This is an optimization exercise on Yosys and OpenROAD, whose aim is small area and a short achievable clock period, not a production implementation. The RTL was checked by simulation tests, not by an equivalence proof against the original design.

==> flow/design.v <==
module float_alu(op,a,b,clk,out);
input [31:0] a,b;
input [2:0] op;
input clk;
output reg [31:0] out;
localparam CUT = 12;    
function [45:0] xpos;
  input [31:0] x;
  reg [7:0] E; reg [22:0] m, keep; reg [4:0] k;
  integer i;
  begin
    m = x[22:0]; E = x[30:23]; k = ~E[4:0];
    for (i = 0; i < 23; i = i + 1) keep[i] = (i >= k);
    if (E[7:5] == 3'b100 && E[4:0] <= 5'd22)       
      xpos = {21'd0, 1'b1, m, 1'b0} << E[4:0];
    else if (E == 8'd127) xpos = 46'd1 << 23;
    else if (E[7:5] == 3'b011 && E[4:0] >= 5'd9)   
      xpos = {23'd0, m & keep};
    else xpos = 46'd0;
  end
endfunction
function [5:0] ctz23;
  input [22:0] f; integer i;
  begin ctz23 = 6'd23; for (i = 22; i >= 0; i = i - 1) if (f[i]) ctz23 = i; end
endfunction
function [5:0] clz46;
  input [45:0] x; integer i;
  begin clz46 = 6'd46; for (i = 0; i <= 45; i = i + 1) if (x[i]) clz46 = 45 - i; end
endfunction
function ge6;
  input [5:0] x; input [5:0] c;
  integer i; reg r;
  begin
    r = 1'b1;
    for (i = 0; i < 6; i = i + 1) r = c[i] ? (x[i] & r) : (x[i] | r);
    ge6 = r;
  end
endfunction
function [45:0] rev46;
  input [45:0] x; integer i;
  begin for (i = 0; i < 46; i = i + 1) rev46[i] = x[45-i]; end
endfunction
reg [31:0] ar, br; reg [2:0] opr;
always @(posedge clk) begin ar <= a; br <= b; opr <= op; end
wire [45:0] xpa = xpos(ar), xpb = xpos(br);
wire [45:0] Xa = ar[31] ? {-xpa[45:23], -xpa[22:0]} : xpa;
wire [45:0] Xb = br[31] ? {-xpb[45:23], -xpb[22:0]} : xpb;
wire [5:0] ja = ctz23(xpa[22:0]), jb = ctz23(xpb[22:0]);
wire [5:0] Lb = clz46(Xb);
wire is_mul = (opr == 3'd2), is_div = (opr == 3'd3);
wire [22:0] Ib = Xb[45:23];
wire [5:0] Ibs = (|Ib[22:6]) ? 6'd63 : Ib[5:0];
wire [5:0] sha = is_mul ? ja : (opr == 3'd6) ? Ibs : 6'd0;
wire [45:0] Xa_s = Xa >> sha;
wire [45:0] xb_src = (is_mul | is_div) ? Xb : (opr == 3'd5) ? {46{1'b1}} : 46'd1;
wire [5:0] shb = is_mul ? (6'd23 - ja) : is_div ? Lb : (opr == 3'd7) ? Ibs : 6'd0;
wire [45:0] xb_in = is_mul ? rev46(xb_src) : xb_src;
wire [45:0] xb_sh = xb_in << shb;
wire [45:0] V = is_mul ? rev46(xb_sh) : is_div ? {1'b0, xb_sh[45:1]} : xb_sh;
wire is_as = (opr == 3'd0) || (opr == 3'd1);
wire [45:0] asb = Xb ^ {46{opr[0]}};
wire [46:0] asc;
wire [45:0] SR;
assign asc[0] = opr[0];
genvar gk;
generate for (gk = 0; gk < 46; gk = gk + 1) begin : rca
  assign SR[gk] = Xa[gk] ^ asb[gk] ^ asc[gk];
  assign asc[gk+1] = (Xa[gk] & asb[gk]) | (asc[gk] & (Xa[gk] ^ asb[gk]));
end endgenerate
wire [44:0] An = Xa[45:1];                      
wire [46:0] Ab = {2'b00, Xa_s[44:0]};           
wire [45:0] S [0:23];
wire [45:0] C [0:23];
wire [2:0] pd [0:22];    
reg [45:0] S_r, C_r; reg [45:0] V_r; reg [23:0] Ab_r;
reg [4*CUT-1:0] dg_r;
reg div_r, as_r, mval_r, dz_r; reg [2:0] op_r2;
reg [6:0] dsh_r; reg [5:0] s_r;
wire [7:0] Da = 8'd1 << V[43:41];
wire [7:0] Db = 8'd1 << V_r[43:41];
genvar gi;
generate
  for (gi = 22; gi >= 0; gi = gi - 1) begin : rows
    wire [45:0] sin, cin_;
    wire [45:0] vv;
    wire dv;
    wire [2:0] bb;   
    wire [7:0] D;    
    if (gi == 22) begin
      assign sin = is_div ? {3'b000, An[44:2]} : 46'd0;   
      assign cin_ = 46'd0;
    end else if (gi == 22 - CUT) begin
      assign sin = S_r; assign cin_ = C_r;
    end else begin
      assign sin = S[gi+1]; assign cin_ = C[gi+1];
    end
    if (gi > 22 - CUT) begin
      assign vv = V; assign dv = is_div; assign D = Da;
      assign bb = {Xa_s[2*gi+1], Xa_s[2*gi], (gi == 0) ? 1'b0 : Xa_s[2*gi-1]};
    end else begin
      assign vv = V_r; assign dv = div_r; assign D = Db;
      assign bb = {Ab_r[2*gi+1], Ab_r[2*gi], (gi == 0) ? 1'b0 : Ab_r[2*gi-1]};
    end
    wire [1:0] nn = (gi == 22) ? (is_div ? An[1:0] : 2'b00) : 2'b00;
    wire [6:0] est = sin[45:39] + cin_[45:39];
    wire es = est[6];
    wire [5:0] e6 = est[5:0];
    wire [7:0] c2 = {ge6(e6, 22), ge6(e6, 22), ge6(e6, 19), ge6(e6, 19),
                     ge6(e6, 16), ge6(e6, 15), ge6(e6, 14), ge6(e6, 12)};
    wire [7:0] cm = {ge6(e6, 41), ge6(e6, 41), ge6(e6, 44), ge6(e6, 44),
                     ge6(e6, 47), ge6(e6, 48), ge6(e6, 49), ge6(e6, 51)};
    wire p2 = |(c2 & D), n1 = ~|(cm & D);
    wire p1 = D[7] | D[6] | D[5] | D[4] ? ge6(e6, 6) : ge6(e6, 4);
    wire n0 = D[7] | D[6] | D[5] | D[4] ? ~ge6(e6, 57) : ~ge6(e6, 59);
    wire [2:0] qd = es ? (n1 ? 3'b110 : n0 ? 3'b101 : 3'b000)
                       : (p2 ? 3'b010 : p1 ? 3'b001 : 3'b000);
    reg [2:0] bd;
    always @(*) begin
      case (bb)
        3'b000, 3'b111: bd = 3'b000;
        3'b001, 3'b010: bd = 3'b101;
        3'b011: bd = 3'b110;
        3'b100: bd = 3'b010;
        default: bd = 3'b001;
      endcase
    end
    wire [2:0] e, eh;    
    drv dlo (.qd(qd), .bd(bd), .dv(dv), .c(e));
    drv dhi (.qd(qd), .bd(bd), .dv(dv), .c(eh));
    wire [45:0] mg;
    assign mg[37:0] = e[1] ? {vv[36:0], 1'b0} : (e[0] ? vv[37:0] : 38'd0);
    assign mg[45:38] = eh[1] ? vv[44:37] : (eh[0] ? vv[45:38] : 8'd0);
    wire [45:0] o = mg ^ {{8{eh[2]}}, {38{e[2]}}};
    wire inv = e[2];
    wire [45:0] ys = {sin[43:0], nn};
    wire [45:0] yc = {cin_[43:0], 1'b0, inv};
    wire [45:0] so, cy;
    if (gi == 22) begin
      assign so = ys ^ yc ^ o;
      assign cy = (ys & yc) | (ys & o) | (yc & o);
    end else begin
      assign so[1:0] = {o[1], yc[0] ^ o[0]};
      assign cy[1:0] = {1'b0, yc[0] & o[0]};
      csa #(.W(43)) u (.a(ys[44:2]), .b(yc[44:2]), .c(o[44:2]), .s(so[44:2]), .cy(cy[44:2]));
      assign so[45] = ys[45] ^ yc[45] ^ o[45];
      assign cy[45] = 1'b0;
    end
    assign S[gi] = so;
    assign C[gi] = {cy[44:0], 1'b0};
    assign pd[gi] = {e[2] ? 1'b0 : (e[1] | e[0]), e[1:0]};    
  end
endgenerate
wire [6:0] dsh = 7'd45 - {1'b0, Lb};
wire [5:0] sdiv = 6'd23 + ja - jb;
wire [6:0] jsum = {1'b0, ja} + {1'b0, jb};
integer k;
always @(posedge clk) begin
  S_r <= S[23-CUT]; C_r <= C[23-CUT]; Ab_r <= Xa_s[23:0];
  V_r <= is_as ? SR : V;      
  for (k = 0; k < CUT; k = k + 1) begin
    dg_r[4*k +: 4] <= {pd[22-k][2], pd[22-k][1:0]};
  end
  div_r <= is_div; as_r <= is_as; op_r2 <= opr;
  mval_r <= ~is_mul | (jsum >= 7'd23);
  dz_r <= (Xa == 46'd0) || (Xb == 46'd0);
  dsh_r <= dsh; s_r <= sdiv;
end
wire [45:0] T = S[0] + C[0];
wire rneg = T[45];
reg [45:0] Pq, Mq;
integer j;
always @(*) begin
  Pq = 0; Mq = 0;
  for (j = 0; j < 23; j = j + 1) begin
    if (j > 22 - CUT) begin
      if (dg_r[4*(22-j)+2]) Mq[2*j +: 2] = dg_r[4*(22-j) +: 2];
      else Pq[2*j +: 2] = dg_r[4*(22-j) +: 2];
    end else begin
      if (pd[j][2]) Mq[2*j +: 2] = pd[j][1:0];
      else Pq[2*j +: 2] = pd[j][1:0];
    end
  end
end
wire [45:0] qv = Pq - Mq - rneg;
wire [68:0] qx = {qv[44:0], 24'd0};
wire [68:0] qs = qx >> dsh_r[5:0];
wire [45:0] dmask = ~((46'd1 << s_r) - 46'd1);
wire [45:0] divres = dz_r ? 46'd0 : (qs[45:0] & dmask);
wire [45:0] mulres = mval_r ? T[45:0] : 46'd0;
wire [45:0] R = as_r ? V_r : div_r ? divres : mulres;
wire nf = (op_r2 == 3'd0) ? (R == 46'h200000000000) : R[45];
wire [45:0] X = R[45] ? -R : R;
reg [4:0] jo; integer i;
always @(*) begin
  jo = 0;
  for (i = 1; i <= 22; i = i + 1) if (X[23+i]) jo = i;
end
wire [45:0] Xsh = X >> jo;
always @(posedge clk) begin
  if (X == 0) out <= 32'd0;
  else if (X[45:23] != 0) out <= {nf, 8'd127 + {3'd0, jo}, Xsh[22:0]};
  else out <= {nf, 8'd148, X[21:0], 1'b0};
end
endmodule
module csa #(parameter W = 8) (input [W-1:0] a, input [W-1:0] b, input [W-1:0] c,
                               output [W-1:0] s, output [W-1:0] cy);
  assign s = a ^ b ^ c;
  assign cy = (a & b) | (a & c) | (b & c);
endmodule
module drv(input [2:0] qd, input [2:0] bd, input dv, output [2:0] c);
  wire [2:0] e = dv ? qd : bd;    
  assign c = {~e[2] & (e[1] | e[0]), e[1:0]};
endmodule
Settings: LEC_CHECK=0, CAP_MARGIN=20, CORE_MARGIN=2, CORE_UTILIZATION=40, SLEW_MARGIN=20, SYNTH_HIERARCHICAL=1; clock period 300.0 ns.
run.sh (not shown) runs the stock make flow with config.mk's settings and CLKGATE_MAP_FILE= SYNTH_SCRIPT=/design/flow/synth_recipe.tcl, a recipe that flattens the netlist after the stock synthesis.
Edit:
--- a/flow/design.v
+++ b/flow/design.v
@@ -102,19 +102,21 @@
       assign bb = {Ab_r[2*gi+1], Ab_r[2*gi], (gi == 0) ? 1'b0 : Ab_r[2*gi-1]};
     end
     wire [1:0] nn = (gi == 22) ? (is_div ? An[1:0] : 2'b00) : 2'b00;
     wire [6:0] est = sin[45:39] + cin_[45:39];
     wire es = est[6];
     wire [5:0] e6 = est[5:0];
-    wire [7:0] c2 = {ge6(e6, 22), ge6(e6, 22), ge6(e6, 19), ge6(e6, 19),
+    wire [7:0] c2 = {ge6(e6, 24), ge6(e6, 20), ge6(e6, 20), ge6(e6, 18),
                      ge6(e6, 16), ge6(e6, 15), ge6(e6, 14), ge6(e6, 12)};
-    wire [7:0] cm = {ge6(e6, 41), ge6(e6, 41), ge6(e6, 44), ge6(e6, 44),
-                     ge6(e6, 47), ge6(e6, 48), ge6(e6, 49), ge6(e6, 51)};
-    wire p2 = |(c2 & D), n1 = ~|(cm & D);
-    wire p1 = D[7] | D[6] | D[5] | D[4] ? ge6(e6, 6) : ge6(e6, 4);
-    wire n0 = D[7] | D[6] | D[5] | D[4] ? ~ge6(e6, 57) : ~ge6(e6, 59);
+    wire [7:0] c1 = {ge6(e6, 8), ge6(e6, 8), ge6(e6, 6), ge6(e6, 6),
+                     ge6(e6, 4), ge6(e6, 4), ge6(e6, 4), ge6(e6, 4)};
+    wire [7:0] c0 = {ge6(e6, 56), ge6(e6, 56), ge6(e6, 56), ge6(e6, 58),
+                     ge6(e6, 58), ge6(e6, 58), ge6(e6, 58), ge6(e6, 60)};
+    wire [7:0] cm = {ge6(e6, 40), ge6(e6, 42), ge6(e6, 44), ge6(e6, 44),
+                     ge6(e6, 46), ge6(e6, 48), ge6(e6, 49), ge6(e6, 51)};
+    wire p2 = |(c2 & D), p1 = |(c1 & D), n0 = |(~c0 & D), n1 = |(~cm & D);
     wire [2:0] qd = es ? (n1 ? 3'b110 : n0 ? 3'b101 : 3'b000)
                        : (p2 ? 3'b010 : p1 ? 3'b001 : 3'b000);
     reg [2:0] bd;
     always @(*) begin
       case (bb)
         3'b000, 3'b111: bd = 3'b000;
@@ -125,15 +127,15 @@
       endcase
     end
     wire [2:0] e, eh;    
     drv dlo (.qd(qd), .bd(bd), .dv(dv), .c(e));
     drv dhi (.qd(qd), .bd(bd), .dv(dv), .c(eh));
     wire [45:0] mg;
-    assign mg[37:0] = e[1] ? {vv[36:0], 1'b0} : (e[0] ? vv[37:0] : 38'd0);
-    assign mg[45:38] = eh[1] ? vv[44:37] : (eh[0] ? vv[45:38] : 8'd0);
-    wire [45:0] o = mg ^ {{8{eh[2]}}, {38{e[2]}}};
+    assign mg[33:0] = e[1] ? {vv[32:0], 1'b0} : (e[0] ? vv[33:0] : 34'd0);
+    assign mg[45:34] = eh[1] ? vv[44:33] : (eh[0] ? vv[45:34] : 12'd0);
+    wire [45:0] o = mg ^ {{12{eh[2]}}, {34{e[2]}}};
     wire inv = e[2];
     wire [45:0] ys = {sin[43:0], nn};
     wire [45:0] yc = {cin_[43:0], 1'b0, inv};
     wire [45:0] so, cy;
     if (gi == 22) begin
       assign so = ys ^ yc ^ o;
After rerunning: Global-route usage is higher by 0.87 points; worst setup slack gains 0.048 ns; clock skew fell by 0.025 ns; routed wire length increases by 3.3%; first-iteration DRC count drops by 9.5%; core utilization climbs by 0.30 points; hold slack is better by 0.029 ns; clock-buffer cell count came out lower by 4.

separate check: timing with driven ports:
The flow's constraints put no driver on any port. The routed layouts listed below were extracted and timed again, unchanged, in two steps.
Step 1 (the two cells are an assumption about what drives the block):
set clk [get_ports {clk}]
set_driving_cell -lib_cell sky130_fd_sc_hd__clkbuf_16 $clk
set_driving_cell -lib_cell sky130_fd_sc_hd__buf_2 [delete_from_list [all_inputs] $clk]
Step 2 moves the port delays by t, midway between the first and last clock arrival at a register: inputs arrive t later, outputs are due t later. That takes back most of the time a late clock gives input paths.
Three values: ideal, step 1, step 2; two values: the first two.
| run | t, ns | slack for setup (ns) | hold WS [ns] | worst slew at a driven data input, ns |
|---|---|---|---|---|
| the first run | 0.790 | 238.422 / 238.322 / 239.112 | 0.540 / 0.540 / 0.540 | 0.04 |
| the second run | 0.789 | 238.470 / 238.377 / 239.125 | 0.569 / 0.569 / 0.569 | 0.04 |
After both steps every run listed still meets setup and hold.
